This design comes from an exercise in tuning for small area and a short achievable clock period on the open sky130 flow, not from production work. The RTL was checked by simulation tests, not by an equivalence proof against the original design.

==> branch sierra: inputs <==
// sisaFIR
module sisaFIR(
  input         clock,
  input         reset,
  input  [63:0] io_in,
  output [63:0] io_out
);
  reg [63:0] z1;
  reg [63:0] z2;
  reg [63:0] z3;
  reg [63:0] z4;
  reg [63:0] z5;
  reg [63:0] z6;
  reg [63:0] z7;
  reg [63:0] z8;
  reg [63:0] t;
  reg [6:0] pt;
  wire p16_1_s, p16_1_c;
  fir_ha p16_1 (.a(z1[0]), .b(z6[0]), .s(p16_1_s), .co(p16_1_c));
  wire p16_2_s, p16_2_c;
  fir_fa p16_2 (.a(z1[1]), .b(z6[1]), .c(p16_1_c), .s(p16_2_s), .co(p16_2_c));
  wire p16_3_s, p16_3_c;
  fir_fa p16_3 (.a(z1[2]), .b(z6[2]), .c(p16_2_c), .s(p16_3_s), .co(p16_3_c));
  wire p16_4_s, p16_4_c;
  fir_fa p16_4 (.a(z1[3]), .b(z6[3]), .c(p16_3_c), .s(p16_4_s), .co(p16_4_c));
  wire p16_5_s, p16_5_c;
  fir_fa p16_5 (.a(z1[4]), .b(z6[4]), .c(p16_4_c), .s(p16_5_s), .co(p16_5_c));
  wire p16_6_s, p16_6_c;
  fir_fa p16_6 (.a(z1[5]), .b(z6[5]), .c(p16_5_c), .s(p16_6_s), .co(p16_6_c));
  wire p16_7_s, p16_7_c;
  fir_fa p16_7 (.a(z1[6]), .b(z6[6]), .c(p16_6_c), .s(p16_7_s), .co(p16_7_c));
  wire p16_8_s, p16_8_c;
  fir_fa p16_8 (.a(z1[7]), .b(z6[7]), .c(p16_7_c), .s(p16_8_s), .co(p16_8_c));
  wire p16_9_s, p16_9_c;
  fir_ha p16_9 (.a(z1[8]), .b(z6[8]), .s(p16_9_s), .co(p16_9_c));
  wire p16_10_s, p16_10_c;
  fir_fa p16_10 (.a(z1[9]), .b(z6[9]), .c(p16_9_c), .s(p16_10_s), .co(p16_10_c));
  wire p16_11_s, p16_11_c;
  fir_fa p16_11 (.a(z1[10]), .b(z6[10]), .c(p16_10_c), .s(p16_11_s), .co(p16_11_c));
  wire p16_12_s, p16_12_c;
  fir_fa p16_12 (.a(z1[11]), .b(z6[11]), .c(p16_11_c), .s(p16_12_s), .co(p16_12_c));
  wire p16_13_s, p16_13_c;
  fir_fa p16_13 (.a(z1[12]), .b(z6[12]), .c(p16_12_c), .s(p16_13_s), .co(p16_13_c));
  wire p16_14_s, p16_14_c;
  fir_fa p16_14 (.a(z1[13]), .b(z6[13]), .c(p16_13_c), .s(p16_14_s), .co(p16_14_c));
  wire p16_15_s, p16_15_c;
  fir_fa p16_15 (.a(z1[14]), .b(z6[14]), .c(p16_14_c), .s(p16_15_s), .co(p16_15_c));
  wire p16_16_s, p16_16_c;
  fir_fa p16_16 (.a(z1[15]), .b(z6[15]), .c(p16_15_c), .s(p16_16_s), .co(p16_16_c));
  wire p16_17_s, p16_17_c;
  fir_ha p16_17 (.a(z1[16]), .b(z6[16]), .s(p16_17_s), .co(p16_17_c));
  wire p16_18_s, p16_18_c;
  ...
==> flow/config.mk <==
export PLATFORM = sky130hd
export DESIGN_NAME = sisaFIR
export DESIGN_NICKNAME = sisaFIR
export VERILOG_FILES = /design/flow/design.v
export SDC_FILE = /design/flow/constraint.sdc
export NUM_CORES = 4
export LEC_CHECK = 0
export CAP_MARGIN = 20
export CORE_MARGIN = 2
export CORE_UTILIZATION = 40
export SLEW_MARGIN = 20
export SYNTH_HIERARCHICAL = 1
export SYNTH_MINIMUM_KEEP_SIZE = 0
==> flow/constraint.sdc <==
create_clock -name core_clock -period 18.0 [get_ports {clock}]
set_input_delay 3.6000 -clock core_clock [delete_from_list [all_inputs] [get_ports {clock}]]
set_output_delay 3.6000 -clock core_clock [all_outputs]
set_load 0.01 [all_outputs]
standard.sh (not shown) runs the stock make flow with config.mk's settings and CLKGATE_MAP_FILE= SYNTH_SCRIPT=/design/flow/synth_recipe.tcl, a recipe that flattens the netlist after the stock synthesis.
==> flow/flow/run.sh <==
#!/bin/bash
# Standard ORFS layout, with timing repair aimed at a setup slack of
# SETUP_SLACK_MARGIN ns (the standard flow only repairs negative slack).
set -e
bash standard.sh SETUP_SLACK_MARGIN=8.5 finish > standard.log 2>&1
==> branch violet (differences from branch sierra) <==
==> flow/run.sh (new file) <==
#!/bin/bash
# synth_recipe.tcl (not shown) runs the flow's synth.tcl, then flattens the netlist and writes it again
# the make line also repeats each setting of config.mk as NAME=value (left out here)
make -C /OpenROAD-flow-scripts/flow DESIGN_CONFIG=/design/flow/config.mk WORK_HOME=/design/flow/orfs CLKGATE_MAP_FILE= SYNTH_SCRIPT=/design/flow/synth_recipe.tcl finish
removed: flow/flow/run.sh
removed: flow/standard.sh
==> branch delta (differences from branch sierra) <==
==> flow/flow/run.sh (replaced) <==
#!/bin/bash
# Standard ORFS layout, with timing repair aimed at a setup slack of
# SETUP_SLACK_MARGIN ns (the standard flow only repairs negative slack).
set -e
bash standard.sh SETUP_SLACK_MARGIN=7.5 finish > standard.log 2>&1
==> notes.md <==
- Register-to-register slack is about the same in branch violet and branch delta.
- The highest final cell count belongs to branch sierra, the lowest to branch violet.
- Against branch violet, the hold slack of branch delta is better by 0.00071 ns.
- The lowest global-route usage belongs to branch violet, the highest to branch sierra.
- Via count, lowest first: branch violet, branch delta, branch sierra.
- Sequential cell count is the same in branch delta and branch violet.
- The highest fmax belongs to branch delta, the lowest to branch violet.

---

==> v36 <==
sisaFIR, a different RTL version from the one above (not shown whole).
clock: 18.0 ns
lec_check: 0
cap_margin: 20
core_margin: 2
core_utilization: 65
cts_buf_list: sky130_fd_sc_hd__clkbuf_4 sky130_fd_sc_hd__clkbuf_8
slew_margin: 20
synth_hierarchical: 1
synth_minimum_keep_size: 0
run.sh (not shown) runs the stock make flow with config.mk's settings and CLKGATE_MAP_FILE= SYNTH_SCRIPT=/design/flow/synth_recipe.tcl, a recipe that flattens the netlist after the stock synthesis.
Stock flow here: none of the scripts above is used.
==> inputs of v8, as changes to v36 <==
==> flow/flow/run.sh (new file) <==
#!/bin/bash
# Standard ORFS layout (the standard.sh) with two changes to how it is made:
# timing repair aims at a setup slack of SETUP_SLACK_MARGIN ns instead of 0,
# and the port buffers are buf_2 cells, which repair may resize.
set -e
bash standard.sh SETUP_SLACK_MARGIN=7.5 BUFFER_PORTS_ARGS="-buffer_cell sky130_fd_sc_hd__buf_2" finish > standard.log 2>&1
==> flow/standard.sh (new file) <==
#!/bin/bash
# synth_recipe.tcl (not shown) runs the flow's synth.tcl, then flattens the netlist and writes it again
# the make line also repeats each setting of config.mk as NAME=value (left out here)
make -C /OpenROAD-flow-scripts/flow DESIGN_CONFIG=/design/flow/config.mk WORK_HOME=/design/flow/orfs CLKGATE_MAP_FILE= SYNTH_SCRIPT=/design/flow/synth_recipe.tcl "${@:-finish}"
removed: flow/run.sh
==> notes <==
- In v8 the cell area is higher than in v36, by about 2.2%.
- v8 went through all stages and came out clean. v36 completed with no timing, DRC or antenna violations.
- Maximum frequency: v8 is higher than v36 (16%).
- In v8 the via count is larger than in v36, by about 2.3%.
- Of v36 and v8, v8 has the higher non-clock buffer count (gap 50).
==> figures <==
| metric | v36 | v8 |
|---|---|---|
| Status | complete, no violations | complete, no violations |
| Capture point of the critical path | io_out[56] | io_out[58] |
| Worst Min Path Start | z1[63] | z2[63] |
| Final net count | 3882 | 3932 |
| End point of the most critical hold path | z2[63] | z3[63] |
| Number of global-route vias before repair | 22846 | 23169 |
| Launching instance or port of the critical path | io_in[9] | io_in[16] |
| Signal buf overhead | 0.0305 | 0.0272 |
| Register-to-register setup slack | 8820 ps | 8870 ps |

-- separate check: timing with driven ports --
The results above use ideal ports. As a check the final layouts listed here were re-extracted and re-timed, cells and wires unchanged. Step 1 (the two cells are an assumption about what drives the block):
set clk [get_ports {clock}]
set_driving_cell -lib_cell sky130_fd_sc_hd__clkbuf_16 $clk
set_driving_cell -lib_cell sky130_fd_sc_hd__buf_2 [delete_from_list [all_inputs] $clk]
Step 2 adds t to the input delays and takes it off the output delays; t is the mean of the earliest and latest rising clock arrival at the registers after step 1. Input paths then give back, and output paths get back, about the clock's delay inside the block. a / b / c = ideal / step 1 / step 2; a / b = the first two.
| run | t, ns | slack for setup (ns) | hold slack, ns | worst setup path after step 2 |
|---|---|---|---|---|
| branch sierra | 0.686 | 7.100 / 7.052 / 7.052 | 0.325 / 0.325 / 0.325 | input to output |
| branch violet | 0.685 | 5.239 / 5.208 / 5.208 | 0.326 / 0.326 / 0.326 | input to output |
| branch delta | 0.685 | 7.178 / 7.123 / 7.123 | 0.326 / 0.326 / 0.326 | input to output |
| v36 | 0.742 | 5.591 / 5.565 / 5.565 | 0.328 / 0.328 / 0.328 | input to output |
| v8 | 0.740 | 7.328 / 7.279 / 7.279 | 0.328 / 0.328 / 0.328 | input to output |
After both steps every run listed still meets setup and hold. For branch delta, which loses most, drivers alone change the setup slack by -0.055 ns; drivers and shift together by -0.055 ns.
